Background: an optimization exercise with open tools, aiming at small area and a short achievable clock period. Do not read the settings as production practice. RTL that was checked went through simulation tests only; none was proved equivalent to the original. Function not checked in run 3: the RTL went through the layout flow alone. No activity file was given, so power comes from the tool's default toggle rates.

File: flow/flow/run.sh
#!/bin/bash
# Standard ORFS layout, except: the port buffers are plain buffers (buf_2)
# instead of delay cells, the resizer may swap a cell for one of another
# footprint, and CTS adds no dummy loads to balance the clock tree.
# ORFS keeps each step's own log under orfs/logs; make's output goes to layout.log.
set -euo pipefail
cat >> config.mk <<'EOC'
export BUFFER_PORTS_ARGS = -buffer_cell sky130_fd_sc_hd__buf_2
export CTS_ARGS = -sink_clustering_enable -repair_clock_nets -dont_use_dummy_load -sink_clustering_size 30 -buf_list sky130_fd_sc_hd__clkbuf_8
EOC
bash standard.sh MATCH_CELL_FOOTPRINT=0 finish > layout.log 2>&1
File: flow/design.v
`timescale 1ns/1ps
module fir_filter #(
    parameter DATA_WIDTH = 16,
    parameter TAPS       = 8
)(
    input  wire                      clk,
    input  wire                      rst,
    input  wire [DATA_WIDTH-1:0]     s_axis_tdata,
    input  wire                      s_axis_tvalid,
    output wire                      s_axis_tready,   
    input  wire                      s_axis_tlast,
    output reg  [DATA_WIDTH-1:0]     m_axis_tdata,
    output reg                       m_axis_tvalid,
    input  wire                      m_axis_tready,   
    output reg                       m_axis_tlast
);
    reg [15:0] s0, s1, t, r1, r2, r3, r4, r5, r6;
    reg       ready;
    reg [2:0] flush_count;
    assign s_axis_tready = ready;
    wire step = s_axis_tvalid | !ready;
    wire [15:0] x = ready ? s_axis_tdata : 16'd0;
    wire [15:0] y, nt, n1, n2, n3, n4, n5;
    fir_add3 #(15) a_y (.a(s0[14:0]), .b({s1[13:0], 1'b0}), .c(r1[15:1]), .s(y[15:1]));
    assign y[0] = r1[0];
    fir_add #(15) a_t (.a(s0[14:0]), .b(s0[15:1]), .s(nt[15:1]));
    assign nt[0] = s0[0];
    fir_add #(15) a_1 (.a(t[14:0]), .b(r2[15:1]), .s(n1[15:1]));
    assign n1[0] = r2[0];
    fir_add #(13) a_2 (.a(s1[12:0]), .b(r3[15:3]), .s(n2[15:3]));
    assign n2[2:0] = r3[2:0];
    fir_add #(15) a_3 (.a(t[14:0]), .b(r4[15:1]), .s(n3[15:1]));
    assign n3[0] = r4[0];
    fir_add #(14) a_4 (.a(s1[13:0]), .b(r5[15:2]), .s(n4[15:2]));
    assign n4[1:0] = r5[1:0];
    fir_add #(15) a_5 (.a(s1[14:0]), .b(r6[15:1]), .s(n5[15:1]));
    assign n5[0] = r6[0];
    always @(posedge clk) begin
        m_axis_tdata <= y;
        if (rst) begin
            s0 <= 0; s1 <= 0; t <= 0;
            r1 <= 0; r2 <= 0; r3 <= 0; r4 <= 0; r5 <= 0; r6 <= 0;
        end else if (step) begin
            s0 <= x;
            s1 <= s0;
            t  <= nt;
            r1 <= n1;
            r2 <= n2;
            r3 <= n3;
            r4 <= n4;
            r5 <= n5;
            r6 <= s1;
        end
        if (rst) begin
            m_axis_tvalid <= 0;
            m_axis_tlast  <= 0;
            ready         <= 1;
            flush_count   <= 0;
        end else begin
            m_axis_tvalid <= step;
            m_axis_tlast  <= !ready && flush_count == 0;
            if (ready) begin
                if (s_axis_tvalid && s_axis_tlast) begin
                    ready       <= 0;
                    flush_count <= 3'd7;
                end
            end else begin
                if (flush_count == 0)
                    ready <= 1;
                flush_count <= flush_count - 1'b1;
            end
        end
    end
endmodule
module fir_add #(
    parameter W = 16
)(
    input  wire [W-1:0] a,
    input  wire [W-1:0] b,
    output wire [W-1:0] s
);
    localparam L = $clog2(W);
    wire [W-1:0] g [0:L];
    wire [W-1:0] p [0:L];
    assign g[0] = a & b;
    assign p[0] = a ^ b;
    genvar l, i;
    generate
        for (l = 0; l < L; l = l + 1) begin : lvl
            for (i = 0; i < W; i = i + 1) begin : bt
                if ((i >> l) & 1) begin : merge
                    localparam integer J = ((i >> l) << l) - 1;
                    assign g[l+1][i] = g[l][i] | (p[l][i] & g[l][J]);
                    assign p[l+1][i] = p[l][i] & p[l][J];
                end else begin : pass
                    assign g[l+1][i] = g[l][i];
                    assign p[l+1][i] = p[l][i];
                end
            end
        end
    endgenerate
    assign s = p[0] ^ {g[L][W-2:0], 1'b0};
endmodule
module fir_add3 #(
    parameter W = 16
)(
    input  wire [W-1:0] a,
    input  wire [W-1:0] b,
    input  wire [W-1:0] c,
    output wire [W-1:0] s
);
    wire [W-1:0] hs = a ^ b ^ c;
    wire [W-1:0] hc = (a & b) | (a & c) | (b & c);
    fir_add #(W) add (.a(hs), .b({hc[W-2:0], 1'b0}), .s(s));
endmodule
File: flow/constraint.sdc
create_clock -name core_clock -period 7.0 [get_ports {clk}]
set_input_delay 1.4000 -clock core_clock [delete_from_list [all_inputs] [get_ports {clk}]]
set_output_delay 1.4000 -clock core_clock [all_outputs]
set_load 0.01 [all_outputs]
File: flow/config.mk
export PLATFORM = sky130hd
export DESIGN_NAME = fir_filter
export DESIGN_NICKNAME = fir_filter
export VERILOG_FILES = /design/flow/design.v
export SDC_FILE = /design/flow/constraint.sdc
export NUM_CORES = 4
export LEC_CHECK = 0
export ABC_AREA = 1
export CAP_MARGIN = 20
export CELL_PAD_IN_SITES_DETAIL_PLACEMENT = 0
export CELL_PAD_IN_SITES_GLOBAL_PLACEMENT = 0
export CORE_MARGIN = 2
export CORE_UTILIZATION = 40
export GPL_ROUTABILITY_DRIVEN = 0
export SETUP_SLACK_MARGIN = 4.6
export SLEW_MARGIN = 20
export BUFFER_PORTS_ARGS = -buffer_cell sky130_fd_sc_hd__buf_2
export CTS_ARGS = -sink_clustering_enable -repair_clock_nets -dont_use_dummy_load -sink_clustering_size 30 -buf_list sky130_fd_sc_hd__clkbuf_8
File: flow/standard.sh
#!/bin/bash
# synth_recipe.tcl (not shown) runs the flow's synth.tcl, then flattens the netlist and writes it again
# the make line also repeats each setting of config.mk as NAME=value (left out here)
make -C /OpenROAD-flow-scripts/flow DESIGN_CONFIG=/design/flow/config.mk WORK_HOME=/design/flow/orfs CLKGATE_MAP_FILE= SYNTH_SCRIPT=/design/flow/synth_recipe.tcl "${@:-finish}"
==> out/qor.yml, run 1 <==
vias_per_cell: 4.85
grt.total_usage_pct: 18.2
crit_family: "adder cells"
slowest_delay_ns: 0.58
initial_core_util_pct: 41.1
wl_per_cell_um: 13.6
start_kind: "flop"
max_freq_ghz: 0.426
dpl.hpwl_um: 14500
first_global_vias: 7584
rows: 56
chipHeight_um: 160
grt_max_degree: 89
worst_slew_pin_slew_ns: 0.664
ys_types: 30
antenna_found_initial: 0
final_antenna_net_count: 0
ff2ff_path_depth: 9
syn-num-nets: 1442
cts.sinks: 164
cts_root_buffer: "clkbuf_8"
yosys_warnings: 4
fin_util_pct: 45.1
fin_skew_ns: 0.0361
ir_drop_mv: 0.124
slew_headroom_pct: 55.6
wl_um: 22200
rsz0062_at_grt: "true"
fin_crit_sh_pct: 33.5
ys_async_sr_fraction_pct: 0
dr.pass1.iters: 6
hold_class: "reg2reg"
arrival_ns: 2.71
ctsLongestPathBuffers: 2
drc: 0
syn_area_per_cell_um2: 7.51
syn_inst: 1291
slew_violations: 0
finalSetupViolations: 0
htree_levels: 4
p_leak_nw: 5.30
worst-endpoint-required_ns: 7.36
maxCapViolCount: 0
die_x_um: 160
worstSetupPathDepth: 9
worstHoldPathCells: 0
final-seq-area_um2: 3330
slowest_stage: "fa_1"
yosysSeqAreaShare_pct: 33.8
cts_buffers: 17
hold_violations: 0
globalRouteOverflowTotal: 0
syn_area_um2: 9700
nFillCells: 2421
grt_pass1_wl_um: 37700
area_growth_pct: 9.80
vias: 7929
drt_iter0_markers: 403
portBuffers: 38
path_clk_slew_ns: 0.10
coreArea_um2: 23600
cts_tree: "done"
path_cells: "inv_2, fa_1, inv_2, ha_4, nand4_1, o21ai_2, inv_1, fa_2, inv_1"
worst-path-max-fanout: 2
synth_top_flop_cell: "dfxtp_1"
worstSetupPathType: "reg2reg"
p_per_area_nw_per_um2: 218
ios: 40
nets: 1468
end_kind: "flop"
crit_buf_inv: 4
fin_setup_tns_ns: 0
drive_gt1_share_pct: 8.97
multiInputGateArea_um2: 5710
synth-edff-count: 0
hold_buffers: 0
fin_crit_ns: 2.34
insertion_delay_ns: 0.46
status: "no timing/DRC/antenna violations"
die_area_um2: 25500
antenna_cells: 0
ys_ff_latch: 164
-- cell type report --
| type | instances | area share [%] |
|---|---|---|
| Multi-Input combinational cell | 922 | 53.6 |
| Sequential cell | 164 | 31.3 |
| Inverter | 163 | 6.02 |
| Tap cell | 319 | 3.75 |
| Timing Repair Buffer | 49 | 3.18 |
| Clock buffer | 17 | 2.20 |
-- through the flow --
step / cell area, um^2 / total power [mW] / hold WS [ns] / instances / setup WS (ns)
2_1_floorplan: 9700 / 1.61 / 0.331 / 1291 / 4.64
3_3_place_gp: 10100 / 1.76 / 0.342 / 1604 / 2.76
3_5_place_dp: 10100 / 1.77 / 0.353 / 1604 / 2.69
4_1_cts: 10500 / 2.33 / 0.367 / 1630 / 4.60
5_1_grt: 10700 / 2.49 / 0.377 / 1634 / 4.57
6_report: 10700 / 2.32 / 0.368 / 1634 / 4.66
-- sequential cells by signal, indices dropped and copies added, names as in the netlist --
| signal | flops |
|---|---|
| m_axis_tvalid | 1 |
| r3 | 16 |
| r4 | 16 |
| ready | 1 |
| m_axis_tlast | 1 |
| t | 14 |
| s1 | 16 |
| r2 | 16 |
| m_axis_tdata | 16 |
| r6 | 16 |
| r1 | 16 |
| flush_count | 3 |
| r5 | 16 |
| s0 | 16 |
-- path summary, 6_finish.rpt --
path,startpoint,endpoint,slack (ns)
setup / recovery,s1[3],m_axis_tdata[9],4.66
hold / removal,r1[0],m_axis_tdata[0],0.37
setup reg to reg,s1[3],m_axis_tdata[9],4.66
hold reg to reg,r1[0],m_axis_tdata[0],0.37
-- logic make-up after synthesis --
family / synth area share (%)
AND/OR/NAND/NOR: 20.4
AO/OA/AOI/OAI: 13.8
buffers and inverters: 8.64
flip-flops: 33.8
adder cells (fa/ha/maj): 19.9
XOR/XNOR: 3.43
-- synth_stat cells (5+ instances only) --
| master | count | area share, % |
|---|---|---|
| xor2_1 | 20 | 1.8 |
| or2_2 | 5 | 0.32 |
| ha_1 | 90 | 12 |
| dfxtp_1 | 164 | 34 |
| o21ai_0 | 123 | 6.3 |
| nand2_1 | 234 | 9.1 |
| nor2_1 | 174 | 6.7 |
| fa_1 | 40 | 8.3 |
| o21bai_1 | 8 | 0.62 |
| xnor2_1 | 18 | 1.6 |
| a21oi_1 | 118 | 6.1 |
| clkbuf_1 | 27 | 1.0 |
| buf_2 | 10 | 0.52 |
| inv_1 | 161 | 6.2 |
| nand3_1 | 71 | 3.7 |
| buf_6 | 5 | 0.58 |
-- power by group --
group          leakage (nW)  internal, mW  switching (mW)
Sequential             1.37          1.06          0.0816
Clock                 0.122         0.215           0.311
Combinational          3.81         0.267           0.392
Total                  5.30          1.54           0.785
-- metal layers --
layer | global-route usage (%) | up-vias | wire (um)
li1 | - | 4183 | -
met1 | 25.7 | 3605 | 11300
met2 | 29.7 | 129 | 9970
met3 | 2.60 | 12 | 833
met4 | 3.88 | 0 | 152
met5 | 0 | - | 0
-- cells in the final DEF (no fill, tap or decap), types with 8 or more instances in the layout --
master    count
a21oi_1     116
buf_2        36
buf_4         9
clkbuf_8     17
dfxtp_1     144
dfxtp_2      11
dfxtp_4       9
fa_1         38
ha_1         86
inv_1       158
nand2_1     228
nand3_1      71
nor2_1      174
o21ai_0     120
o21bai_1      8
xnor2_1      18
xor2_1       19
-- what timing repair did --
item | CTS | global route
setup endpoints to repair | 143 | 32
setup buffers | 4 | 4
cloned | 5 | 0
pin swaps | 3 | 5
gates resized for setup | 47 | 30
==> run 2: changes to the inputs <==
--- a/flow/flow/run.sh
+++ b/flow/flow/run.sh
@@ -10,2 +10,2 @@
 EOC
-bash standard.sh MATCH_CELL_FOOTPRINT=0 finish > layout.log 2>&1
+bash standard.sh MATCH_CELL_FOOTPRINT=0 ADDER_MAP_FILE= finish > layout.log 2>&1
--- a/flow/config.mk
+++ b/flow/config.mk
@@ -9,7 +9,6 @@
 export CAP_MARGIN = 20
-export CELL_PAD_IN_SITES_DETAIL_PLACEMENT = 0
-export CELL_PAD_IN_SITES_GLOBAL_PLACEMENT = 0
 export CORE_MARGIN = 2
 export CORE_UTILIZATION = 40
-export GPL_ROUTABILITY_DRIVEN = 0
+export CTS_BUF_LIST = sky130_fd_sc_hd__clkbuf_8
+export CTS_CLUSTER_SIZE = 30
 export SETUP_SLACK_MARGIN = 4.6
==> run 2 against run 1 <==
Critical path depth fell by 8; clock power barely moved; cell area rose by 4.0%; worst hold slack got worse by 0.0069 ns; final cell count rose by 21%; fmax rose by 0.45%; sequential cell count did not move; still clean on timing, DRC and antenna; power fell by 2.2%; critical path type is now reg2out.
==> out/qor.yml, run 2 <==
max_freq_ghz: 0.428  # was 0.426 GHz
cts_buffers: 17  # unchanged
slew_headroom_pct: 67.0  # was 55.6%
die_area_um2: 27300  # was 25500 um^2
chipHeight_um: 165  # was 160 um
grt.total_usage_pct: 18.6  # was 18.2%
first_global_vias: 8696  # was 7584
cts_tree: "done"  # unchanged
syn_area_um2: 10400  # was 9700 um^2
end_kind: "output pin"  # was flop
area_growth_pct: 6.74  # was 9.80%
wl_um: 23800  # was 22200 um
htree_levels: 4  # unchanged
worst_slew_pin_slew_ns: 0.495  # was 0.664 ns
ys_async_sr_fraction_pct: 0  # unchanged
path_cells: "buf_2"  # was inv_2, fa_1, inv_2, ha_4, nand4_1, o21ai_2, inv_1, fa_2, inv_1
ff2ff_path_depth: 11  # was 9
ios: 40  # unchanged
final_antenna_net_count: 0  # unchanged
p_leak_nw: 5.83  # was 5.30 nW
die_x_um: 165  # was 160 um
syn_inst: 1654  # was 1291
drive_gt1_share_pct: 10.3  # was 8.97%
syn_area_per_cell_um2: 6.27  # was 7.51 um^2
fin_skew_ns: 0.0486  # was 0.0361 ns
yosysSeqAreaShare_pct: 31.6  # was 33.8%
finalSetupViolations: 0  # unchanged
gp_congestion: 0.760
fin_crit_sh_pct: 33.3  # was 33.5%
nets: 1669  # was 1468
grt_pass1_wl_um: 40800  # was 37700 um
r2r-end: "r1[15]"  # was m_axis_tdata[9]
drt_iter0_markers: 536  # was 403
dpl.hpwl_um: 16200  # was 14500 um
worstSetupPathDepth: 1  # was 9
synthMostInstantiatedCell: "nand2_1"  # unchanged
slowest_stage: "dfxtp_1"  # was fa_1
synth-simple-area-share_pct: 33.4  # was 20.4%
synth-edff-count: 0  # unchanged
muxShareOfSynthArea_pct: 0  # unchanged
arrival_ns: 0.93  # was 2.71 ns
ir_drop_mv: 0.101  # was 0.124 mV
ctsLongestPathBuffers: 2  # unchanged
ys_types: 42  # was 30
maxCapViolCount: 0  # unchanged
hold_violations: 0  # unchanged
p_per_area_nw_per_um2: 205  # was 218 nW/um^2
worstSetupPathType: "reg2out"  # was reg2reg
crit_buf_inv: 1  # was 4
dr.pass1.iters: 5  # was 6
drc: 0  # unchanged
worst-endpoint-required_ns: 5.60  # was 7.36 ns
wl_per_cell_um: 12.1  # was 13.6 um
initial_core_util_pct: 41.0  # was 41.1%
pre_cts_ws_ns: 3.30  # was 2.69 ns
yosys.area.top_type: "dfxtp_1"  # unchanged
cts.sinks: 164  # unchanged
status: "no timing/DRC/antenna violations"  # unchanged
antenna_found_initial: 0  # unchanged
synth_xor_xnor_area_share_pct: 5.74  # was 3.43%
synth_common_cells: "357 x nand2_1, 252 x nor2_1, 195 x inv_1, 164 x dfxtp_1, 143 x o21ai_0"  # was 234 x nand2_1, 174 x nor2_1, 164 x dfxtp_1, 161 x inv_1, 123 x o21ai_0
coreArea_um2: 25300  # was 23600 um^2
path_clk_slew_ns: 0.11  # was 0.10 ns
worst-path-max-fanout: 1  # was 2
grt_max_degree: 89  # unchanged
cts_root_buffer: "clkbuf_8"  # unchanged
rsz0062_at_grt: "true"  # unchanged
synth_top_flop_cell: "dfxtp_1"  # unchanged
fin_setup_tns_ns: 0  # unchanged
synthAdderAreaFrac_pct: 0  # was 19.9%
ys_ff_latch: 164  # unchanged
slowest_delay_ns: 0.34  # was 0.58 ns
hold_path_end: "m_axis_tdata[0]"  # unchanged
vias: 9543  # was 7929
globalRouteOverflowTotal: 0  # unchanged
fin_crit_ns: 2.33  # was 2.34 ns
fin_util_pct: 43.7  # was 45.1%
synthDominantCellAreaShare_pct: 31.6  # was 33.8%
final_cell_mix: "357 x nand2_1, 252 x nor2_1, 195 x inv_1"  # was 228 x nand2_1, 174 x nor2_1, 158 x inv_1
antenna_cells: 0  # unchanged
final_common_cell: "nand2_1"  # unchanged
insertion_delay_ns: 0.48  # was 0.46 ns
crit_family: "flip-flops"  # was adder cells
final_area_um2: 11100  # was 10700 um^2
start_kind: "flop"  # unchanged
regToRegSetupSlack_ns: 4.90  # was 4.66 ns
synth_top_family_by_area: "simple AND/OR/NAND/NOR gates"  # unchanged
yosys_warnings: 4  # unchanged
worstHoldPathCells: 0  # unchanged
vias_per_cell: 4.83  # was 4.85
portBuffers: 38  # unchanged
reg2reg_from: "s1[0]"  # was s1[3]
syn-num-nets: 1675  # was 1442
worst_slack_ns: 4.67  # was 4.66 ns
nFillCells: 2689  # was 2421
hold_buffers: 0  # unchanged
hold_class: "reg2reg"  # unchanged
synth_compound_area_share_pct: 18.3  # was 13.8%
placed_area_um2: 10700  # was 10100 um^2
hp-start: "r1[0]"  # unchanged
slew_violations: 0  # unchanged
synth_area_leaders: "dfxtp_1 32%, nand2_1 13%, nor2_1 9.1%"  # was dfxtp_1 34%, ha_1 12%, nand2_1 9.1%
rows: 58  # was 56
[run 2: changes by cell type after synthesis, moves of 13 or more]
cell | before | now
nor2_1 | 174 | 252
inv_1 | 161 | 195
clkbuf_1 | 27 | 40
xor2_1 | 20 | 48
ha_1 | 90 | 0
nand3_1 | 71 | 101
fa_1 | 40 | 0
inv_2 | 2 | 15
nand2_1 | 234 | 357
o21bai_1 | 8 | 25
o21ai_0 | 123 | 143
nand2_2 | 0 | 34
[run 2: worst max path at each step]
stage / to / startpoint
after CTS: r4[10] / rst
after global placement: r1[15] / s_axis_tvalid
after floorplan: r2[12] / s_axis_tvalid
after detailed placement: r3[9] / s_axis_tvalid
after global routing: r1[15] / s1[0]
final: m_axis_tdata[0] / m_axis_tdata[0]
[run 2: per-stage QoR]
| step | power, mW | hold WS, ns | instances |
|---|---|---|---|
| CTS | 2.29 | 0.360 | 1975 |
| global placement | 1.74 | 0.349 | 1954 |
| finish | 2.27 | 0.361 | 1976 |
| floorplan | 1.62 | 0.331 | 1654 |
| detailed placement | 1.75 | 0.342 | 1954 |
| global route | 2.44 | 0.361 | 1976 |
[run 2: layout make-up]
type / count / area (um^2) / area share (%)
tap: 330 / 413 / 3.73
sequential: 164 / 3290 / 29.7
inverter: 211 / 831 / 7.50
multi-input combinational: 1208 / 5970 / 53.9
clock buffer: 17 / 234 / 2.11
timing repair inverter: 1 / 11.3 / 0.102
timing repair buffer: 45 / 332 / 2.99
[run 2: routing by layer]
metal	GRT usage (%)	part of all wire (%)	vias up
met3	2.97	3.1	6
met2	29.9	43	118
li1	-	-	5204
met1	26.4	53	4215
met5	0	0	-
met4	3.52	0.57	0
[run 2: where the power goes]
group / internal (mW) / switching [mW] / leakage (nW)
clock: 0.215 / 0.312 / 0.122
sequential: 1.04 / 0.0944 / 1.36
combinational: 0.229 / 0.380 / 4.34
total: 1.48 / 0.786 / 5.83
[run 2: cell families (layout without fill, tap and decap cells)]
kind of cell           Yosys count  after routing
flip-flops                     164            164
AO/OA/AOI/OAI                  340            340
XOR/XNOR                        68             68
AND/OR/NAND/NOR                800            800
buffers and inverters          282            274
[run 2: timing repair]
| item | CTS | global route |
|---|---|---|
| setup buffers | 3 | 0 |
| endpoints found under the setup margin | 114 | 58 |
| gates resized for setup | 22 | 9 |
| cloned | 1 | 1 |
| pin swaps | 1 | 0 |
==> run 3: changes to the inputs <==
--- a/flow/design.v
+++ b/flow/design.v
@@ -81,23 +81,3 @@
 );
-    localparam L = $clog2(W);
-    wire [W-1:0] g [0:L];
-    wire [W-1:0] p [0:L];
-    assign g[0] = a & b;
-    assign p[0] = a ^ b;
-    genvar l, i;
-    generate
-        for (l = 0; l < L; l = l + 1) begin : lvl
-            for (i = 0; i < W; i = i + 1) begin : bt
-                if ((i >> l) & 1) begin : merge
-                    localparam integer J = ((i >> l) << l) - 1;
-                    assign g[l+1][i] = g[l][i] | (p[l][i] & g[l][J]);
-                    assign p[l+1][i] = p[l][i] & p[l][J];
-                end else begin : pass
-                    assign g[l+1][i] = g[l][i];
-                    assign p[l+1][i] = p[l][i];
-                end
-            end
-        end
-    endgenerate
-    assign s = p[0] ^ {g[L][W-2:0], 1'b0};
+    assign s = a + b;
 endmodule
@@ -113,3 +93,3 @@
     wire [W-1:0] hc = (a & b) | (a & c) | (b & c);
-    fir_add #(W) add (.a(hs), .b({hc[W-2:0], 1'b0}), .s(s));
+    assign s = hs + {hc[W-2:0], 1'b0};
 endmodule
--- a/flow/flow/run.sh
+++ b/flow/flow/run.sh
@@ -10,2 +10,2 @@
 EOC
-bash standard.sh MATCH_CELL_FOOTPRINT=0 ADDER_MAP_FILE= finish > layout.log 2>&1
+bash standard.sh MATCH_CELL_FOOTPRINT=0 finish > layout.log 2>&1
--- a/flow/config.mk
+++ b/flow/config.mk
@@ -7,3 +7,3 @@
 export LEC_CHECK = 0
-export ABC_AREA = 1
+export ABC_CLOCK_PERIOD_IN_PS = 2500
 export CAP_MARGIN = 20
@@ -13,3 +13,3 @@
 export CTS_CLUSTER_SIZE = 30
-export SETUP_SLACK_MARGIN = 4.6
+export SETUP_SLACK_MARGIN = 4.5
 export SLEW_MARGIN = 20
==> run 3 against run 2 <==
Clock-buffer cell count stayed put; highest routed layer unchanged; final cell count is 22% lower; clock skew is 0.017 ns lower; synthesized cell count is 29% lower; sequential power is 8% lower; global-route usage is 0.53 points higher; register-to-register slack worse by 0.48 ns; clock power hardly changed; still clean; worst hold slack worse by 0.0040 ns; sequential share of layout area is 0.060 points lower; routed wire length is 3.4% higher; critical endpoint is now m_axis_tdata[12]; combinational power is 34% lower.
==> out/qor.yml, run 3 <==
status: "no timing/DRC/antenna violations"  # unchanged
max_freq_ghz: 0.387  # was 0.428 GHz
final_cell_mix: "209 x nand2_1, 148 x dfxtp_1, 131 x a21oi_1"  # was 357 x nand2_1, 252 x nor2_1, 195 x inv_1
grt.total_usage_pct: 19.1  # was 18.6%
initial_core_util_pct: 40.6  # was 41.0%
crit_buf_inv: 1  # unchanged
drive_gt1_share_pct: 14.6  # was 10.3%
die_area_um2: 26000  # was 27300 um^2
drc: 0  # unchanged
end_kind: "flop"  # was output pin
insertion_delay_ns: 0.46  # was 0.48 ns
gp_congestion: 0.885  # was 0.760
synth-edff-count: 0  # unchanged
syn_area_per_cell_um2: 8.41  # was 6.27 um^2
final_common_cell: "nand2_1"  # unchanged
antenna_found_initial: 0  # unchanged
synth_top_flop_cell: "dfxtp_1"  # unchanged
placed_area_um2: 10300  # was 10700 um^2
p_leak_nw: 4.84  # was 5.83 nW
area_growth_pct: 13.2  # was 6.74%
coreArea_um2: 24300  # was 25300 um^2
htree_levels: 4  # unchanged
final_area_um2: 11200  # was 11100 um^2
wl_per_cell_um: 16.0  # was 12.1 um
arrival_ns: 2.91  # was 0.93 ns
crit_family: "adder cells"  # was flip-flops
ys_ff_latch: 164  # unchanged
worst-path-max-fanout: 7  # was 1
maxCapViolCount: 0  # unchanged
synth_common_cells: "210 x nand2_1, 164 x dfxtp_1, 147 x a21oi_1, 96 x ha_1, 69 x nor2_1"  # was 357 x nand2_1, 252 x nor2_1, 195 x inv_1, 164 x dfxtp_1, 143 x o21ai_0
p_sw_share_pct: 30.4  # was 34.6%
drt-met1-wl_um: 11400  # was 12700 um
ios: 40  # unchanged
worst-endpoint-required_ns: 7.33  # was 5.60 ns
dpl.hpwl_um: 16200  # about the same
ys_async_sr_fraction_pct: 0  # unchanged
dr.pass1.iters: 5  # unchanged
synth_area_leaders: "dfxtp_1 33%, ha_1 12%, nand2_1 8.0%"  # was dfxtp_1 32%, nand2_1 13%, nor2_1 9.1%
switchingPower_uw: 599  # was 786 uW
globalRouteOverflowTotal: 0  # unchanged
ir_drop_mv: 0.116  # was 0.101 mV
cts_tree: "done"  # unchanged
nFillCells: 2397  # was 2689
highest_layer: "met4"  # unchanged
grt_pass1_wl_um: 40000  # was 40800 um
nets: 1356  # was 1669
ctsLongestPathBuffers: 2  # unchanged
rows: 57  # was 58
yosys.area.top_type: "dfxtp_1"  # unchanged
vias: 8415  # was 9543
p_int_mw: 1.37  # was 1.48 mW
slowest_stage: "fa_1"  # was dfxtp_1
final-seq-area_um2: 3320  # was 3290 um^2
yosys_warnings: 1  # was 4
synthDominantCellAreaShare_pct: 33.2  # was 31.6%
syn_inst: 1176  # was 1654
slew_headroom_pct: 45.5  # was 67.0%
hold_violations: 0  # unchanged
wl_um: 24600  # was 23800 um
met3WireLength_um: 813  # was 750 um
hold_class: "reg2reg"  # unchanged
vias_per_cell: 5.46  # was 4.83
slew_violations: 0  # unchanged
combPwrFrac_pct: 20.4  # was 26.8%
synthMostInstantiatedCell: "nand2_1"  # unchanged
final_antenna_net_count: 0  # unchanged
first_global_vias: 8160  # was 8696
worstSetupPathType: "reg2reg"  # was reg2out
path_cells: "fa_1, ha_2, inv_2, fa_2, nor2b_1, o21a_1, o21ai_2, a21oi_2, a41oi_2, nor2b_2, xnor2_1"  # was buf_2
path_clk_slew_ns: 0.10  # was 0.11 ns
fin_skew_ns: 0.0319  # was 0.0486 ns
syn_area_um2: 9890  # was 10400 um^2
power_frac_seq_pct: 53.0  # was 50.0%
p_per_area_nw_per_um2: 176  # was 205 nW/um^2
finalSetupViolations: 0  # unchanged
ys_types: 66  # was 42
syn-num-nets: 1313  # was 1675
cts_root_buffer: "clkbuf_8"  # unchanged
cts_buffers: 17  # unchanged
antenna_cells: 0  # unchanged
fin_setup_tns_ns: 0  # unchanged
chipHeight_um: 161  # was 165 um
start_kind: "flop"  # unchanged
fin_crit_sh_pct: 36.9  # was 33.3%
cts.sinks: 164  # unchanged
clkPwrFrac_pct: 26.6  # was 23.2%
die_x_um: 161  # was 165 um
met2WireLength_um: 12100  # was 10300 um
rsz0062_at_grt: "true"  # unchanged
worst_slew_pin_slew_ns: 0.818  # was 0.495 ns
yosysSeqAreaShare_pct: 33.2  # was 31.6%
grt_max_degree: 95  # was 89
slowest_delay_ns: 0.49  # was 0.34 ns
drt_iter0_markers: 562  # was 536
fin_crit_ns: 2.58  # was 2.33 ns
portBuffers: 38  # unchanged
multiInputGateArea_um2: 6600  # was 5970 um^2
-- run 3: cell count changes after synthesis, sizes merged, moves of 20 or more --
cell    change
fa         +20
mux2i      +22
nor2      -192
nand2     -188
nand3      -86
ha         +96
o21ai     -115
xor2       -28
inv       -180
a211oi     +28
a21o       +23
xnor2      +28
-- run 3: through the flow --
stage / cells / util [%] / worst slack [ns] / total power, mW / hold WS [ns]
2_1_floorplan: 1176 / - / 4.51 / 1.34 / 0.331
3_3_place_gp: 1491 / 42.4 / 2.94 / 1.43 / 0.341
3_5_place_dp: 1491 / 42.4 / 2.91 / 1.44 / 0.346
4_1_cts: 1524 / 44.6 / 4.42 / 1.98 / 0.359
5_1_grt: 1541 / 46.0 / 4.31 / 2.08 / 0.367
6_report: 1541 / 46.0 / 4.42 / 1.97 / 0.357
-- run 3: kinds of logic after synthesis --
group | count (synthesis) | share of synthesized area [%]
muxes | 22 | 2.23
xor gates and xnor gates | 68 | 6.02
DFF | 164 | 33.2
buffers and inverters | 82 | 3.57
and+or+nand+nor | 401 | 18.3
adders and majority gates | 116 | 16.2
AOI/OAI and AO/OA | 323 | 20.5
-- run 3: worst paths after layout --
path         start               end  slack, ns  cells after the start
max          s1[0]  m_axis_tdata[12]       4.42                     11
min          r1[0]   m_axis_tdata[0]       0.36                      0
max reg2reg  s1[0]  m_axis_tdata[12]       4.42                     11
min reg2reg  r1[0]   m_axis_tdata[0]       0.36                      0
-- run 3: final cells by class --
type / count / share of cell area [%]
inverter: 30 / 1.01
timing repair buffer: 73 / 4.65
tap: 324 / 3.62
clock buffer: 17 / 2.09
multi-input combinational: 933 / 59.0
sequential: 164 / 29.6
-- run 3: metal layers --
layer  up-vias  track usage [%]
met1      3974             24.3
li1       4258                -
met4         0             6.17
met2       161             33.5
met5         -                0
met3        22             2.59
-- run 3: repair_timing --
action / CTS / global route
setup endpoints to repair: 136 / 34
pin swaps: 11 / 48
hold buffers: 0 / 0
buffers inserted: 13 / 17
resized for setup: 55 / 51
gates cloned: 3 / 0
endpoints found under the hold margin: 0 / 0
-- run 3: power by group through the flow --
stage	Combinational (mW)	Clock [mW]	Sequential (mW)
floorplan	0.277	0	1.06
global placement	0.361	0	1.07
detailed placement	0.368	0	1.07
CTS	0.390	0.546	1.04
global route	0.452	0.578	1.05
finish	0.402	0.524	1.04
==> run 4: changes to the inputs <==
--- a/flow/design.v
+++ b/flow/design.v
@@ -81,3 +81,23 @@
 );
-    assign s = a + b;
+    localparam L = $clog2(W);
+    wire [W-1:0] g [0:L];
+    wire [W-1:0] p [0:L];
+    assign g[0] = a & b;
+    assign p[0] = a ^ b;
+    genvar l, i;
+    generate
+        for (l = 0; l < L; l = l + 1) begin : lvl
+            for (i = 0; i < W; i = i + 1) begin : bt
+                if ((i >> l) & 1) begin : merge
+                    localparam integer J = ((i >> l) << l) - 1;
+                    assign g[l+1][i] = g[l][i] | (p[l][i] & g[l][J]);
+                    assign p[l+1][i] = p[l][i] & p[l][J];
+                end else begin : pass
+                    assign g[l+1][i] = g[l][i];
+                    assign p[l+1][i] = p[l][i];
+                end
+            end
+        end
+    endgenerate
+    assign s = p[0] ^ {g[L][W-2:0], 1'b0};
 endmodule
@@ -93,3 +113,3 @@
     wire [W-1:0] hc = (a & b) | (a & c) | (b & c);
-    assign s = hs + {hc[W-2:0], 1'b0};
+    fir_add #(W) add (.a(hs), .b({hc[W-2:0], 1'b0}), .s(s));
 endmodule
--- a/flow/flow/run.sh
+++ b/flow/flow/run.sh
@@ -8,3 +8,3 @@
 export BUFFER_PORTS_ARGS = -buffer_cell sky130_fd_sc_hd__buf_2
-export CTS_ARGS = -sink_clustering_enable -repair_clock_nets -dont_use_dummy_load -sink_clustering_size 30 -buf_list sky130_fd_sc_hd__clkbuf_8
+export CTS_ARGS = -sink_clustering_enable -repair_clock_nets -dont_use_dummy_load -sink_clustering_size 40 -sink_clustering_max_diameter 100 -root_buf sky130_fd_sc_hd__clkbuf_16 -buf_list sky130_fd_sc_hd__clkbuf_16
 EOC
--- a/flow/config.mk
+++ b/flow/config.mk
@@ -7,3 +7,3 @@
 export LEC_CHECK = 0
-export ABC_CLOCK_PERIOD_IN_PS = 2500
+export ABC_AREA = 1
 export CAP_MARGIN = 20
@@ -13,5 +13,5 @@
 export CTS_CLUSTER_SIZE = 30
-export SETUP_SLACK_MARGIN = 4.5
+export SETUP_SLACK_MARGIN = 4.7
 export SLEW_MARGIN = 20
 export BUFFER_PORTS_ARGS = -buffer_cell sky130_fd_sc_hd__buf_2
-export CTS_ARGS = -sink_clustering_enable -repair_clock_nets -dont_use_dummy_load -sink_clustering_size 30 -buf_list sky130_fd_sc_hd__clkbuf_8
+export CTS_ARGS = -sink_clustering_enable -repair_clock_nets -dont_use_dummy_load -sink_clustering_size 40 -sink_clustering_max_diameter 100 -root_buf sky130_fd_sc_hd__clkbuf_16 -buf_list sky130_fd_sc_hd__clkbuf_16
==> run 4 against run 3 <==
Still clean; die area down 1.8%; setup slack better by 0.22 ns; sequential share of layout area is 0.62 points higher; clock-buffer cell count unchanged; via count fell by 3.7%; critical path type unchanged.
==> out/qor.yml, run 4 <==
final_common_cell: "nand2_1"  # unchanged
hp-start: "r1[0]"  # unchanged
reg2reg_from: "s0[4]"  # was s1[0]
portBuffers: 38  # unchanged
slew_headroom_pct: 53.1  # was 45.5%
fin_util_pct: 46.7  # was 46.0%
start_kind: "flop"  # unchanged
ys_async_sr_fraction_pct: 0  # unchanged
first_global_vias: 7804  # was 8160
die_area_um2: 25500  # was 26000 um^2
synth_common_cells: "234 x nand2_1, 174 x nor2_1, 164 x dfxtp_1, 161 x inv_1, 123 x o21ai_0"  # was 210 x nand2_1, 164 x dfxtp_1, 147 x a21oi_1, 96 x ha_1, 69 x nor2_1
grt_max_degree: 71  # was 95
cts.sinks: 164  # unchanged
r2r-end: "m_axis_tdata[9]"  # was m_axis_tdata[12]
yosysSeqAreaShare_pct: 33.8  # was 33.2%
final_antenna_net_count: 0  # unchanged
yosys.area.top_type: "dfxtp_1"  # unchanged
status: "no timing/DRC/antenna violations"  # unchanged
end_kind: "flop"  # unchanged
nets: 1474  # was 1356
final_area_um2: 11000  # was 11200 um^2
ios: 40  # unchanged
drt_iter0_markers: 404  # was 562
max_freq_ghz: 0.423  # was 0.387 GHz
syn-num-nets: 1442  # was 1313
worst-endpoint-required_ns: 7.33  # about the same
cts_root_buffer: "clkbuf_16"  # was clkbuf_8
syn_area_per_cell_um2: 7.51  # was 8.41 um^2
rsz0062_at_grt: "true"  # unchanged
fin_crit_sh_pct: 33.8  # was 36.9%
p_leak_nw: 5.43  # was 4.84 nW
wl_um: 23100  # was 24600 um
cts_tree: "done"  # unchanged
worst-path-max-fanout: 3  # was 7
slew_violations: 0  # unchanged
synth_area_leaders: "dfxtp_1 34%, ha_1 12%, nand2_1 9.1%"  # was dfxtp_1 33%, ha_1 12%, nand2_1 8.0%
ys_ff_latch: 164  # unchanged
regToRegSetupSlack_ns: 4.64  # was 4.42 ns
die_x_um: 160  # was 161 um
globalRouteOverflowTotal: 0  # unchanged
initial_core_util_pct: 41.1  # was 40.6%
insertion_delay_ns: 0.43  # was 0.46 ns
vias: 8102  # was 8415
coreArea_um2: 23600  # was 24300 um^2
grt.total_usage_pct: 18.5  # was 19.1%
rows: 56  # was 57
fin_setup_tns_ns: 0  # unchanged
arrival_ns: 2.69  # was 2.91 ns
hold_violations: 0  # unchanged
synthDominantCellAreaShare_pct: 33.8  # was 33.2%
hold_class: "reg2reg"  # unchanged
fin_skew_ns: 0.0292  # was 0.0319 ns
ys_types: 30  # was 66
cts_buffers: 17  # unchanged
worstHoldPathCells: 0  # unchanged
path_clk_slew_ns: 0.08  # was 0.10 ns
placed_area_um2: 10100  # was 10300 um^2
fin_crit_ns: 2.36  # was 2.58 ns
syn_inst: 1291  # was 1176
maxCapViolCount: 0  # unchanged
dpl.hpwl_um: 14500  # was 16200 um
worstSetupPathType: "reg2reg"  # unchanged
drive_gt1_share_pct: 11.4  # was 14.6%
vias_per_cell: 4.94  # was 5.46
synth_top_flop_cell: "dfxtp_1"  # unchanged
final_cell_mix: "223 x nand2_1, 173 x nor2_1, 153 x inv_1"  # was 209 x nand2_1, 148 x dfxtp_1, 131 x a21oi_1
p_per_area_nw_per_um2: 235  # was 176 nW/um^2
chipHeight_um: 160  # was 161 um
antenna_found_initial: 0  # unchanged
synth-edff-count: 0  # unchanged
area_growth_pct: 13.7  # was 13.2%
yosys_warnings: 4  # was 1
wl_per_cell_um: 14.1  # was 16.0 um
synthMostInstantiatedCell: "nand2_1"  # unchanged
ff2ff_path_depth: 9  # was 11
dr.pass1.iters: 4  # was 5
syn_area_um2: 9700  # was 9890 um^2
gp_congestion: 0.804  # was 0.885
grt_pass1_wl_um: 38400  # was 40000 um
ir_drop_mv: 0.164  # was 0.116 mV
finalSetupViolations: 0  # unchanged
drc: 0  # unchanged
htree_levels: 4  # unchanged
worst_slew_pin_slew_ns: 0.703  # was 0.818 ns
hold_path_end: "m_axis_tdata[0]"  # unchanged
antenna_cells: 0  # unchanged
ctsLongestPathBuffers: 2  # unchanged
## run 4: cell types whose count changed in the layout (fill, tap and decap cells not counted), moves of 19 or more
cell and change:
a211oi_1 -21, a21o_1 -24, clkbuf_16 +19, fa_1 +19
inv_1 +124, mux2i_1 -22, nand3_1 +42, nor2_1 +105
nor3_1 -21, o21ai_0 +93, xnor2_1 -32
## run 4: final cells by class
type	count	area (um^2)
clock buffers	17	425
fillers	2355	12600
inverters	163	647
multi-input cells	922	5800
flip-flops and latches	164	3340
well taps	319	399
repair buffers	55	420
## run 4: cell families (layout without fill, tap and decap cells)
kind of cell    Yosys count  after routing  share of synthesized area, %
fa+ha+maj               130            130                          19.9
simple gates            492            496                          20.4
xor+xnor                 38             38                          3.43
buf+inv                 209            235                          8.64
compound gates          258            258                          13.8
flops                   164            164                          33.8
## run 4: how the worst max path moves through the flow
stage	start	to	slack [ns]	cells after the start
floorplan	s0[4]	m_axis_tdata[10]	4.71	9
global placement	s_axis_tvalid	r5[7]	2.77	7
detailed placement	s_axis_tvalid	r5[7]	2.79	7
CTS	ready	s_axis_tready	4.68	1
global route	s0[4]	m_axis_tdata[9]	4.55	9
finish	s0[4]	m_axis_tdata[9]	4.64	9
## run 4: layer usage
metal | up-vias | GRT usage [%] | wire [um]
met3 | 19 | 3.19 | 728
met1 | 3775 | 25.8 | 11700
li1 | 4198 | - | -
met4 | 0 | 5.21 | 309
met2 | 110 | 29.5 | 10300
met5 | - | 0 | 0
## run 4: report_power, final
part | internal [mW] | total (mW) | switching (mW)
combinational | 0.284 | 0.688 | 0.404
sequential | 1.06 | 1.14 | 0.0833
clock | 0.422 | 0.770 | 0.348
total | 1.76 | 2.60 | 0.835
## run 4: through the flow
step,cells,power (mW),setup slack (ns),hold slack (ns)
2_1_floorplan,1291,1.61,4.71,0.331
3_3_place_gp,1604,1.76,2.77,0.341
3_5_place_dp,1604,1.77,2.79,0.344
4_1_cts,1635,2.59,4.68,0.357
5_1_grt,1640,2.77,4.55,0.364
6_report,1640,2.60,4.64,0.346
## run 4: repair_timing
| action | CTS | global route |
|---|---|---|
| pin swaps | 9 | 13 |
| gates resized for setup | 75 | 39 |
| buffers inserted | 9 | 3 |
| gates cloned | 5 | 2 |
| hold buffers | 0 | 0 |
| setup endpoints to repair | 148 | 43 |
## run 4: worst max-delay path: stages (launching register included)
cell and delay (ns):
dfxtp_4 0.37, inv_4 0.04, fa_1 0.55, inv_2 0.06, ha_4 0.26, nand4_1 0.12, o21ai_4 0.24, inv_2 0.06
fa_2 0.53, inv_2 0.03
==> run 5: changes to the inputs <==
--- a/flow/flow/run.sh
+++ b/flow/flow/run.sh
@@ -8,3 +8,3 @@
 export BUFFER_PORTS_ARGS = -buffer_cell sky130_fd_sc_hd__buf_2
-export CTS_ARGS = -sink_clustering_enable -repair_clock_nets -dont_use_dummy_load -sink_clustering_size 40 -sink_clustering_max_diameter 100 -root_buf sky130_fd_sc_hd__clkbuf_16 -buf_list sky130_fd_sc_hd__clkbuf_16
+export CTS_ARGS = -sink_clustering_enable -repair_clock_nets -dont_use_dummy_load -sink_clustering_size 30 -root_buf sky130_fd_sc_hd__clkbuf_16 -buf_list sky130_fd_sc_hd__clkbuf_8
 EOC
--- a/flow/config.mk
+++ b/flow/config.mk
@@ -16,2 +16,2 @@
 export BUFFER_PORTS_ARGS = -buffer_cell sky130_fd_sc_hd__buf_2
-export CTS_ARGS = -sink_clustering_enable -repair_clock_nets -dont_use_dummy_load -sink_clustering_size 40 -sink_clustering_max_diameter 100 -root_buf sky130_fd_sc_hd__clkbuf_16 -buf_list sky130_fd_sc_hd__clkbuf_16
+export CTS_ARGS = -sink_clustering_enable -repair_clock_nets -dont_use_dummy_load -sink_clustering_size 30 -root_buf sky130_fd_sc_hd__clkbuf_16 -buf_list sky130_fd_sc_hd__clkbuf_8
==> run 5 against run 4 <==
Clock-buffer cell count did not move; via count rose by 0.26%; utilization fell by 0.69 points; critical path depth did not move; worst hold slack improved by 0.013 ns; still clean on timing, DRC and antenna; clock skew rose by 0.012 ns; sequential share of layout area rose by 0.43 points; synthesized area did not move; sequential power barely moved; global-route usage fell by 0.19 points.
==> out/qor.yml, run 5 <==
grt_max_degree: 71  # unchanged
coreArea_um2: 23600  # unchanged
p_leak_nw: 5.37  # was 5.43 nW
finalSetupViolations: 0  # unchanged
power_frac_seq_pct: 48.1  # was 43.9%
worst-endpoint-required_ns: 7.26  # was 7.33 ns
ir_drop_mv: 0.144  # was 0.164 mV
fin_cells: 1646  # was 1640
first_global_vias: 7721  # was 7804
initial_core_util_pct: 41.1  # unchanged
rows: 56  # unchanged
synth_top_flop_cell: "dfxtp_1"  # unchanged
switchingPower_uw: 806  # was 835 uW
p_per_area_nw_per_um2: 218  # was 235 nW/um^2
status: "no timing/DRC/antenna violations"  # unchanged
slowest_delay_ns: 0.50  # was 0.55 ns
yosysSeqAreaShare_pct: 33.8  # unchanged
dp.cells: 1604  # unchanged
globalRouteOverflowTotal: 0  # unchanged
worstHoldPathCells: 0  # unchanged
die_area_um2: 25500  # unchanged
yosys.area.top_type: "dfxtp_1"  # unchanged
slew_violations: 0  # unchanged
max_freq_ghz: 0.430  # was 0.423 GHz
path_clk_slew_ns: 0.10  # was 0.08 ns
antenna_cells: 0  # unchanged
combPwrFrac_pct: 28.8  # was 26.5%
slowest_stage: "fa_1"  # unchanged
syn_area_per_cell_um2: 7.51  # unchanged
hold_violations: 0  # unchanged
grt_pass1_wl_um: 38100  # was 38400 um
clkPwrFrac_pct: 23.2  # was 29.6%
ff2ff_path_depth: 9  # unchanged
start_kind: "flop"  # unchanged
synth_common_cells: "234 x nand2_1, 174 x nor2_1, 164 x dfxtp_1, 161 x inv_1, 123 x o21ai_0"  # unchanged
path_cells: "fa_1, ha_1, nand2_1, nand2_1, o21ai_4, o21ai_4, inv_2, fa_1, xnor2_1"  # was inv_4, fa_1, inv_2, ha_4, nand4_1, o21ai_4, inv_2, fa_2, inv_2
drive_gt1_share_pct: 11.2  # was 11.4%
drc: 0  # unchanged
area_growth_pct: 12.0  # was 13.7%
worst-path-max-fanout: 2  # was 3
wl_per_cell_um: 14.2  # was 14.1 um
cts_buffers: 17  # unchanged
htree_levels: 4  # unchanged
vias: 8123  # was 8102
ys_async_sr_fraction_pct: 0  # unchanged
cts.sinks: 164  # unchanged
nets: 1480  # was 1474
cts_root_buffer: "clkbuf_16"  # unchanged
syn_area_um2: 9700  # unchanged
arrival_ns: 2.59  # was 2.69 ns
fin_crit_sh_pct: 33.2  # was 33.8%
dr.pass1.iters: 5  # was 4
yosys_warnings: 4  # unchanged
fin_crit_ns: 2.32  # was 2.36 ns
ctsLongestPathBuffers: 2  # unchanged
final_common_cell: "nand2_1"  # unchanged
synth-edff-count: 0  # unchanged
portBuffers: 38  # unchanged
rsz0062_at_grt: "true"  # unchanged
crit_family: "adder cells"  # unchanged
synth_area_leaders: "dfxtp_1 34%, ha_1 12%, nand2_1 9.1%"  # unchanged
drt_iter0_markers: 375  # was 404
grt.total_usage_pct: 18.3  # was 18.5%
ios: 40  # unchanged
crit_buf_inv: 1  # was 4
antenna_found_initial: 0  # unchanged
ys_ff_latch: 164  # unchanged
final_antenna_net_count: 0  # unchanged
worstSetupPathType: "reg2reg"  # unchanged
reg2reg_from: "r1[3]"  # was s0[4]
final_cell_mix: "222 x nand2_1, 173 x nor2_1, 155 x inv_1"  # was 223 x nand2_1, 173 x nor2_1, 153 x inv_1
maxCapViolCount: 0  # unchanged
chipHeight_um: 160  # unchanged
hp-start: "r1[0]"  # unchanged
fin_skew_ns: 0.0416  # was 0.0292 ns
dpl.hpwl_um: 14500  # unchanged
syn-num-nets: 1442  # unchanged
die_x_um: 160  # unchanged
hold_path_end: "m_axis_tdata[0]"  # unchanged
wl_um: 23300  # was 23100 um
fin_setup_tns_ns: 0  # unchanged
cts_tree: "done"  # unchanged
syn_inst: 1291  # unchanged
gp_congestion: 0.804  # unchanged
slew_headroom_pct: 54.2  # was 53.1%
hold_class: "reg2reg"  # unchanged
synthDominantCellAreaShare_pct: 33.8  # unchanged
end_kind: "flop"  # unchanged
insertion_delay_ns: 0.40  # was 0.43 ns
synthMostInstantiatedCell: "nand2_1"  # unchanged
r2r-end: "m_axis_tdata[10]"  # was m_axis_tdata[9]
worst_slew_pin_slew_ns: 0.686  # was 0.703 ns
vias_per_cell: 4.93  # was 4.94
p_int_mw: 1.56  # was 1.76 mW
ys_types: 30  # unchanged
p_sw_share_pct: 34.0  # was 32.2%
regToRegSetupSlack_ns: 4.68  # was 4.64 ns
run 5: area by class of cell:
| cell class | instances | area [um^2] |
|---|---|---|
| fill | 2379 | 12700 |
| multi-input combinational | 922 | 5780 |
| sequential | 164 | 3340 |
| inverter | 163 | 654 |
| timing repair buffer | 59 | 434 |
| tap | 319 | 399 |
| clock buffer | 17 | 245 |
| timing repair inverter | 2 | 22.5 |
run 5: per-layer routing:
metal  up-vias  wire length (um)  track usage [%]
li1       4216                 -                -
met1      3755             11900             25.9
met2       135             10300             29.6
met3        17               888             2.68
met4         0               250             4.38
met5         -                 0                0
run 5: logic make-up (layout without fill, tap and decap cells):
logic type / after synthesis / after routing / synth area share (%)
simple gates: 492 / 496 / 20.4
compound gates: 258 / 258 / 13.8
buf+inv: 209 / 241 / 8.64
flops: 164 / 164 / 33.8
fa+ha+maj: 130 / 130 / 19.9
xor+xnor: 38 / 38 / 3.43
run 5: timing repair:
item,in CTS,in global routing
setup buffers,10,7
setup endpoints to repair,149,56
gates cloned,5,3
pin swaps,8,14
hold buffers,0,0
gates resized for setup,74,31
run 5: power by group through the flow:
stage	Clock [mW]	Combinational, mW	Sequential, mW
finish	0.549	0.682	1.14
global route	0.599	0.785	1.15
CTS	0.564	0.661	1.14
detailed placement	0	0.606	1.16
floorplan	0	0.453	1.16
global placement	0	0.599	1.16
run 5: through the flow:
step | cell area [um^2] | setup WS, ns | utilization [%] | hold WS (ns) | power (mW)
2_1_floorplan | 9710 | 4.71 | - | 0.331 | 1.61
3_3_place_gp | 10100 | 2.77 | 42.7 | 0.341 | 1.76
3_5_place_dp | 10100 | 2.79 | 42.7 | 0.344 | 1.77
4_1_cts | 10700 | 4.69 | 45.2 | 0.361 | 2.36
5_1_grt | 10900 | 4.57 | 46.0 | 0.377 | 2.54
6_report | 10900 | 4.68 | 46.0 | 0.359 | 2.37
run 5: how the worst max path moves through the flow:
stage             startpoint                to  slack [ns]  cells past startpoint
2_1_floorplan          s0[4]  m_axis_tdata[10]        4.71                      9
3_3_place_gp   s_axis_tvalid             r5[7]        2.77                      7
3_5_place_dp   s_axis_tvalid             r5[7]        2.79                      7
5_1_grt                r1[5]   m_axis_tdata[9]        4.57                      9
6_report               r1[3]  m_axis_tdata[10]        4.68                      9
4_1_cts                r1[5]  m_axis_tdata[10]        4.69                      9
run 5: worst reg2reg max path: cells and delay by family, from the launching register on:
family	cells	cell delay [ns]
adder cells (fa/ha/maj)	3	1.17
flip-flops	1	0.36
AO/OA/AOI/OAI	2	0.32
AND/OR/NAND/NOR	2	0.15
XOR/XNOR	1	0.14
buffers and inverters	1	0.05
==> run 6: changes to the inputs <==
--- a/flow/config.mk
+++ b/flow/config.mk
@@ -13,3 +13,3 @@
 export CTS_CLUSTER_SIZE = 30
-export SETUP_SLACK_MARGIN = 4.7
+export SETUP_SLACK_MARGIN = 4.6
 export SLEW_MARGIN = 20
==> run 6 against run 5 <==
Critical path depth is the same; critical path type unchanged; clock-buffer cell count did not move; cell area shrank 2.0%; highest routed layer unchanged; fmax decreased by 1.1%; clock skew shrank 0.0059 ns; synthesized cell count did not move; still clean on timing, DRC and antenna; via count is 2.2% lower; synthesized area did not move; largest cell class unchanged; routed wire length down 2.9%.
==> out/qor.yml, run 6 <==
status: "no timing/DRC/antenna violations"  # unchanged
cts_root_buffer: "clkbuf_16"  # unchanged
ctsLongestPathBuffers: 2  # unchanged
end_kind: "flop"  # unchanged
syn_area_per_cell_um2: 7.51  # unchanged
critPathMostFrequentCell: "inv_1"
gr-usage-met2_pct: 30.1  # was 29.6%
ios: 40  # unchanged
yosys_warnings: 4  # unchanged
rsz0062_at_grt: "true"  # unchanged
slowest_delay_ns: 0.57  # was 0.50 ns
fin_crit_ns: 2.35  # was 2.32 ns
vias_per_cell: 4.86  # was 4.93
dr.pass1.iters: 4  # was 5
hold_class: "reg2reg"  # unchanged
globalRouteOverflowTotal: 0  # unchanged
use_met3_pct: 2.68  # unchanged
worstHoldPathCells: 0  # unchanged
synth-edff-count: 0  # unchanged
ff2ff_path_depth: 9  # unchanged
synth_area_leaders: "dfxtp_1 34%, ha_1 12%, nand2_1 9.1%"  # unchanged
first_global_vias: 7641  # was 7721
drive_gt1_share_pct: 8.43  # was 11.2%
syn_inst: 1291  # unchanged
worst_slew_pin_slew_ns: 0.670  # was 0.686 ns
fin_crit_sh_pct: 33.6  # was 33.2%
synth_common_cells: "234 x nand2_1, 174 x nor2_1, 164 x dfxtp_1, 161 x inv_1, 123 x o21ai_0"  # unchanged
dpl.hpwl_um: 14500  # about the same
insertion_delay_ns: 0.39  # was 0.40 ns
drt_iter0_markers: 413  # was 375
die_area_um2: 25500  # unchanged
synth_top_flop_cell: "dfxtp_1"  # unchanged
gp_congestion: 0.798  # was 0.804
hold_violations: 0  # unchanged
pre_cts_ws_ns: 2.69  # was 2.79 ns
coreArea_um2: 23600  # unchanged
worstSetupPathType: "reg2reg"  # unchanged
grt.total_usage_pct: 18.5  # was 18.3%
worst_slack_ns: 4.65  # was 4.68 ns
hold_buffers: 0  # unchanged
chipHeight_um: 160  # unchanged
ys_ff_latch: 164  # unchanged
wl_um: 22600  # was 23300 um
wl_per_cell_um: 13.8  # was 14.2 um
final_common_cell: "nand2_1"  # unchanged
busiest_layer: "met2"  # unchanged
cts.sinks: 164  # unchanged
synthMostInstantiatedCell: "nand2_1"  # unchanged
drc: 0  # unchanged
cts_buffers: 17  # unchanged
yosysSeqAreaShare_pct: 33.8  # unchanged
finalSetupViolations: 0  # unchanged
grt_pass1_wl_um: 38200  # was 38100 um
maxCapViolCount: 0  # unchanged
path_clk_slew_ns: 0.10  # about the same
ir_drop_mv: 0.133  # was 0.144 mV
worst-endpoint-required_ns: 7.29  # was 7.26 ns
die_x_um: 160  # unchanged
met1_usage_pct: 26.0  # was 25.9%
vias: 7946  # was 8123
slew_violations: 0  # unchanged
initial_core_util_pct: 41.1  # unchanged
ys_types: 30  # unchanged
syn-num-nets: 1442  # unchanged
grt_max_degree: 67  # was 71
final_antenna_net_count: 0  # unchanged
antenna_cells: 0  # unchanged
fin_skew_ns: 0.0356  # was 0.0416 ns
portBuffers: 38  # unchanged
final_cell_mix: "228 x nand2_1, 174 x nor2_1, 160 x inv_1"  # was 222 x nand2_1, 173 x nor2_1, 155 x inv_1
antenna_found_initial: 0  # unchanged
start_kind: "flop"  # unchanged
path_cells: "inv_1, fa_1, inv_1, ha_1, nand4_1, o21ai_2, inv_1, fa_2, inv_1"  # was fa_1, ha_1, nand2_1, nand2_1, o21ai_4, o21ai_4, inv_2, fa_1, xnor2_1
p_per_area_nw_per_um2: 219  # was 218 nW/um^2
slowest_stage: "fa_1"  # unchanged
ys_async_sr_fraction_pct: 0  # unchanged
slew_headroom_pct: 55.3  # was 54.2%
syn_area_um2: 9700  # unchanged
htree_levels: 4  # unchanged
synthDominantCellAreaShare_pct: 33.8  # unchanged
worst-path-max-fanout: 2  # unchanged
yosys.area.top_type: "dfxtp_1"  # unchanged
arrival_ns: 2.64  # was 2.59 ns
rows: 56  # unchanged
area_growth_pct: 9.78  # was 12.0%
nets: 1469  # was 1480
max_freq_ghz: 0.425  # was 0.430 GHz
cts_tree: "done"  # unchanged
fin_setup_tns_ns: 0  # unchanged
p_leak_nw: 5.32  # was 5.37 nW
## run 6: cell count changes in the layout (fill, tap and decap cells not counted), moves of 4 or more
cell	previous run	this run
inv_2	6	1
dfxtp_1	142	147
buf_4	17	8
ha_1	85	89
nand2_1	222	228
inv_1	155	160
## run 6: worst max-delay path, delay by kind of cell (launching register included)
kind | cells | cell delay [ns]
adders and majority gates | 3 | 1.39
buffers and inverters | 4 | 0.24
DFF | 1 | 0.32
and+or+nand+nor | 1 | 0.09
AOI/OAI and AO/OA | 1 | 0.21
## run 6: cell type report
class / instances / area (um^2)
Clock buffer: 17 / 245
Inverter: 163 / 636
Sequential cell: 164 / 3320
Tap cell: 319 / 399
Fill cell: 2419 / 13000
Timing Repair Buffer: 50 / 364
Multi-Input combinational cell: 922 / 5680
## run 6: routing by layer
metal / up-vias / wire length [um]
met5: - / 0
met4: 0 / 256
met3: 16 / 796
met2: 120 / 10100
met1: 3626 / 11500
li1: 4184 / -
## run 6: through the flow
step           utilization [%]  total power [mW]  area, um^2  instances  hold WS (ns)
2_1_floorplan                -              1.61        9700       1291         0.331
3_3_place_gp              42.7              1.76       10100       1604         0.342
3_5_place_dp              42.7              1.77       10100       1604         0.353
4_1_cts                   44.7              2.35       10600       1630         0.367
5_1_grt                   45.1              2.50       10600       1635         0.377
6_report                  45.1              2.34       10600       1635         0.368
## run 6: kinds of logic after synthesis
group / after synthesis / synth area share, %
simple gates: 492 / 20.4
compound gates: 258 / 13.8
buf+inv: 209 / 8.64
flops: 164 / 33.8
fa+ha+maj: 130 / 19.9
xor+xnor: 38 / 3.43
## run 6: path summary, 6_finish.rpt
kind                                   endpoint   from  slack (ns)
worst min-delay path            m_axis_tdata[0]  r1[0]        0.37
worst max register to register  m_axis_tdata[9]  r1[5]        4.65
worst max-delay path            m_axis_tdata[9]  r1[5]        4.65
worst min register to register  m_axis_tdata[0]  r1[0]        0.37
## run 6: where the power goes
| part | total, mW | leakage (nW) | internal [mW] | switching (mW) |
|---|---|---|---|---|
| registers | 1.14 | 1.37 | 1.05 | 0.0828 |
| clock network | 0.543 | 0.127 | 0.230 | 0.313 |
| logic | 0.655 | 3.83 | 0.265 | 0.390 |
## run 6: what timing repair did
item                                    4_1_cts  5_1_grt
endpoints found under the setup margin      147       41
gates resized for setup                      48       18
gates cloned                                  6        0
pin swaps                                     3        1
buffers inserted                              3        5

==> re-timing with driven ports <==
How much do the figures lean on ideal ports? The routed layouts below were timed once more, with nothing changed but the port constraints. Step 1 assumes that a clkbuf_16 drives the clock port and a buf_2 every other input. Step 2 adds t to the input delays and takes it off the output delays; t is the mean of the earliest and latest rising clock arrival at the registers after step 1. Input paths then give back, and output paths get back, about the clock's delay inside the block. Slacks: no drivers / after step 1 / after step 2; pairs: no drivers / after step 1.
run	t (ns)	slack for setup (ns)	worst hold slack (ns)	worst data-port slew with drivers (ns)	pins driven straight from the clock port
run 1	0.485	4.655 / 4.644 / 4.195	0.368 / 0.368 / 0.368	0.05	1
run 2	0.492	4.666 / 4.626 / 4.209	0.361 / 0.361 / 0.361	0.06	1
run 3	0.489	4.418 / 4.418 / 4.047	0.357 / 0.357 / 0.357	0.04	1
run 4	0.468	4.636 / 4.636 / 4.365	0.346 / 0.346 / 0.346	0.06	1
run 5	0.423	4.676 / 4.676 / 4.390	0.359 / 0.359 / 0.359	0.06	1
run 6	0.414	4.649 / 4.649 / 4.262	0.368 / 0.368 / 0.368	0.05	1
After both steps setup and hold are still met in every run listed. For run 1, which loses most, drivers alone change the setup slack by -0.011 ns; drivers and shift together by -0.460 ns.
